Source: an optimization exercise on an open RTL-to-GDS flow (aim: small area and a short achievable clock period). Production flows keep margins and buffers that such runs may drop. The RTL was checked by simulation tests, not by an equivalence proof against the original design.

==> try-willow: inputs <==
Design tflaf_top, start of the top module:
module tflaf_top
#(parameter L_ORD = 2, Q_ORD = 7, WIDTH = 16, QP = 12)
(
    input clk,
    input reset,
    input [WIDTH-1:0] signal_in,
    input [WIDTH-1:0] desired_in,
    output [WIDTH-1:0] filter_out_d,
    output reg [WIDTH-1:0] error_d
);
    reg  [15:0] s1, d1, d2, d3, d4;
    reg  [9:0]  xt1, xt3;
    reg  [15:0] f0 [0:6], f1 [0:6], f2 [0:6], f3 [0:6], f4 [0:6];
    reg  [15:0] w0 [0:6], w1 [0:6], wc;
    reg  [15:0] m0a [0:6], m0b [0:6], m1a [0:6], m1b [0:6], mc;
    reg  [6:0]  m0c, m1c;
    reg  [12:0] xe0a [0:6], xe0b [0:6], xe1a [0:6], xe1b [0:6];
    reg  [6:0]  xe0c, xe1c;
    reg  [8:0]  xec;
    reg  [15:0] ya, yb;
    reg         reset_d;
    reg  [8:0]  mu;
    reg  [4:0]  mu_one, mu_two, mu_neg;
    wire [15:0] p0a [0:6], p0b [0:6], p1a [0:6], p1b [0:6];
    wire [6:0]  p0c, p1c;
    wire [12:0] q0a [0:6], q0b [0:6], q1a [0:6], q1b [0:6];
    wire [6:0]  q0c, q1c;
    wire [12:0] xe0 [0:6], xe1 [0:6];
    wire [15:0] fn [0:6];
    wire [23:0] en [0:6], en1 [0:6];
    wire [15:0] x_rnd  = signal_in + 16'd16;
    wire [9:0]  xt1_n  = x_rnd[14:5];
    wire [9:0]  xt3_n  = xt1_n + {xt1_n[8:0], 1'b0};
    wire [6*15-1:0] mag;
    wire [5:0]      sgn;
    nonl_PhiMap_pip_lut Phi(.x_trunc(xt1), .x_trunc3(xt3), .mag_packed(mag), .sign_packed(sgn));
    genvar g;
    generate
        for (g = 0; g < 7; g = g + 1) begin : br
            wire [7:0] one, two, neg;
            if (g == 0) begin : k12
                assign fn[g] = s1;
                booth_enc16 ENC(.a(f0[g]), .one(one), .two(two), .neg(neg));
                assign en[g] = {one, two, neg};
                wire [7:0] one1, two1, neg1;
                booth_enc16 ENC1(.a(f1[g]), .one(one1), .two(two1), .neg(neg1));
                assign en1[g] = {one1, two1, neg1};
                mul_fir_k12 FM0(.one(en[g][23:16]), .two(en[g][15:8]), .neg(en[g][7:0]), .b(w0[g]),
                                .ya(p0a[g]), .yb(p0b[g]), .c(p0c[g]));
  ...
clock: 8.5 ns
lec_check: 0
abc_area: 1
cap_margin: 20
core_margin: 2
core_utilization: 45
place_density: 0.6
setup_slack_margin: 3.8
slew_margin: 20
run.sh (not shown) runs the stock make flow with config.mk's settings and CLKGATE_MAP_FILE= SYNTH_SCRIPT=/design/flow/synth_recipe.tcl, a recipe that flattens the netlist after the stock synthesis.
==> try-xenon (differences from try-willow) <==
--- a/flow/design.v
+++ b/flow/design.v
@@ -2869,13 +2869,12 @@
     reg  [15:0] m0a [0:6], m0b [0:6], m1a [0:6], m1b [0:6], mc;
     reg  [6:0]  m0c, m1c;
     reg  [12:0] xe0a [0:6], xe0b [0:6], xe1a [0:6], xe1b [0:6];
     reg  [6:0]  xe0c, xe1c;
     reg  [8:0]  xec;
     reg  [15:0] ya, yb;
-    reg         reset_d;
     reg  [8:0]  mu;
     reg  [4:0]  mu_one, mu_two, mu_neg;
     wire [15:0] p0a [0:6], p0b [0:6], p1a [0:6], p1b [0:6];
     wire [6:0]  p0c, p1c;
     wire [12:0] q0a [0:6], q0b [0:6], q1a [0:6], q1b [0:6];
     wire [6:0]  q0c, q1c;
@@ -2930,25 +2929,26 @@
                 wire [9:0] x0 = xe0a[g][9:0] + xe0b[g][9:0] + xe0c[g];
                 wire [9:0] x1 = xe1a[g][9:0] + xe1b[g][9:0] + xe1c[g];
                 assign xe0[g] = {{3{x0[9]}}, x0};
                 assign xe1[g] = {{3{x1[9]}}, x1};
             end
             always @(posedge clk) begin
-                f0[g] <= fn[g];
-                f1[g] <= f0[g]; f2[g] <= f1[g]; f3[g] <= f2[g]; f4[g] <= f3[g];
-            end
-            always @(posedge clk) begin
-                m0a[g] <= p0a[g]; m0b[g] <= p0b[g]; m0c[g] <= p0c[g];
-                m1a[g] <= p1a[g]; m1b[g] <= p1b[g]; m1c[g] <= p1c[g];
-                xe0a[g] <= q0a[g]; xe0b[g] <= q0b[g]; xe0c[g] <= q0c[g];
-                xe1a[g] <= q1a[g]; xe1b[g] <= q1b[g]; xe1c[g] <= q1c[g];
-            end
-            always @(posedge clk) begin
-                if (reset | reset_d) begin
+                if (reset) begin
+                    f0[g] <= 16'd0; f1[g] <= 16'd0; f2[g] <= 16'd0; f3[g] <= 16'd0; f4[g] <= 16'd0;
+                    m0a[g] <= 16'd0; m0b[g] <= 16'd0; m0c[g] <= 1'b0;
+                    m1a[g] <= 16'd0; m1b[g] <= 16'd0; m1c[g] <= 1'b0;
+                    xe0a[g] <= 13'd0; xe0b[g] <= 13'd0; xe0c[g] <= 1'b0;
+                    xe1a[g] <= 13'd0; xe1b[g] <= 13'd0; xe1c[g] <= 1'b0;
                     w0[g] <= 16'd0; w1[g] <= 16'd0;
                 end else begin
+                    f0[g] <= fn[g];
+                    f1[g] <= f0[g]; f2[g] <= f1[g]; f3[g] <= f2[g]; f4[g] <= f3[g];
+                    m0a[g] <= p0a[g]; m0b[g] <= p0b[g]; m0c[g] <= p0c[g];
+                    m1a[g] <= p1a[g]; m1b[g] <= p1b[g]; m1c[g] <= p1c[g];
+                    xe0a[g] <= q0a[g]; xe0b[g] <= q0b[g]; xe0c[g] <= q0c[g];
+                    xe1a[g] <= q1a[g]; xe1b[g] <= q1b[g]; xe1c[g] <= q1c[g];
                     w0[g] <= w0[g] + {{3{xe0[g][12]}}, xe0[g]};
                     w1[g] <= w1[g] + {{3{xe1[g][12]}}, xe1[g]};
                 end
             end
         end
     endgenerate
@@ -2975,19 +2975,18 @@
             mu <= mu_n;
             mu_one <= mu_n_one; mu_two <= mu_n_two; mu_neg <= mu_n_neg;
             error_d <= err;
         end
     end
     always @(posedge clk) begin
-        reset_d <= reset;
-        mc <= wc;
-        xec <= mu;
-        if (reset | reset_d) begin
-            wc <= 16'd0;
+        if (reset) begin
+            mc <= 16'd0; xec <= 9'd0; wc <= 16'd0;
             ya <= 16'd0; yb <= 16'd0;
         end else begin
+            mc <= wc;
+            xec <= mu;
             wc <= wc + {{7{xec[8]}}, xec};
             ya <= sa; yb <= sb;
         end
     end
     assign filter_out_d = ya + yb;
 endmodule
==> comparison <==
Against try-willow, the fmax of try-xenon is larger by 3.5%. Between try-xenon and try-willow, the lower clock skew is in try-xenon (gap 0.024 ns). Of try-willow and try-xenon, try-willow has the higher critical path depth (gap 4).
==> figures <==
Run status: try-willow no timing/DRC/antenna violations; try-xenon no timing/DRC/antenna violations
Number of global-route vias before repair: try-willow 142,000; try-xenon 154,000
Tcrit/Tclk final: try-willow 62.0%; try-xenon 59.9%
Inserted tap cell count: try-willow 5,405; try-xenon 5,663
Met1 track demand over resource in global routing: try-willow 41.0%; try-xenon 38.7%
Clock latency at the later pin of the worst-skew pair: try-willow 0.99 ns; try-xenon 0.98 ns
Average wire per standard cell: try-willow 22.8 um; try-xenon 22.0 um
Simple-gate share of the synthesized area: try-willow 7.27%; try-xenon 9.28%
Cell area after placement: try-willow 189,000 um^2; try-xenon 197,000 um^2
Die boundary width: try-willow 641 um; try-xenon 655 um
Non-Filler Cell Area, Final: try-willow 198,000 um^2; try-xenon 206,000 um^2
Last weighted congestion value of the routability-driven placer: try-willow 0.976; try-xenon 0.988

## what the ideal ports hide
No port has a modelled driver above. Below, the same layouts with a new extraction and two added sets of constraints. Step 1 assumes that a clkbuf_16 drives the clock port and a buf_2 every other input. Step 2 also shifts input and output timing later by t, the mid clock arrival at the registers, as if the neighbouring blocks saw the same clock. a / b / c = ideal ports / drivers / drivers and shift; a / b = the first two.
run	t, ns	slack for setup (ns)	worst hold slack (ns)	worst setup path at the end
try-willow	1.067	3.233 / 3.108 / 3.670	0.304 / 0.304 / 0.304	input to register
try-xenon	1.062	3.410 / 3.294 / 3.613	0.382 / 0.382 / 0.382	input to register
After both steps every run listed still meets setup and hold.
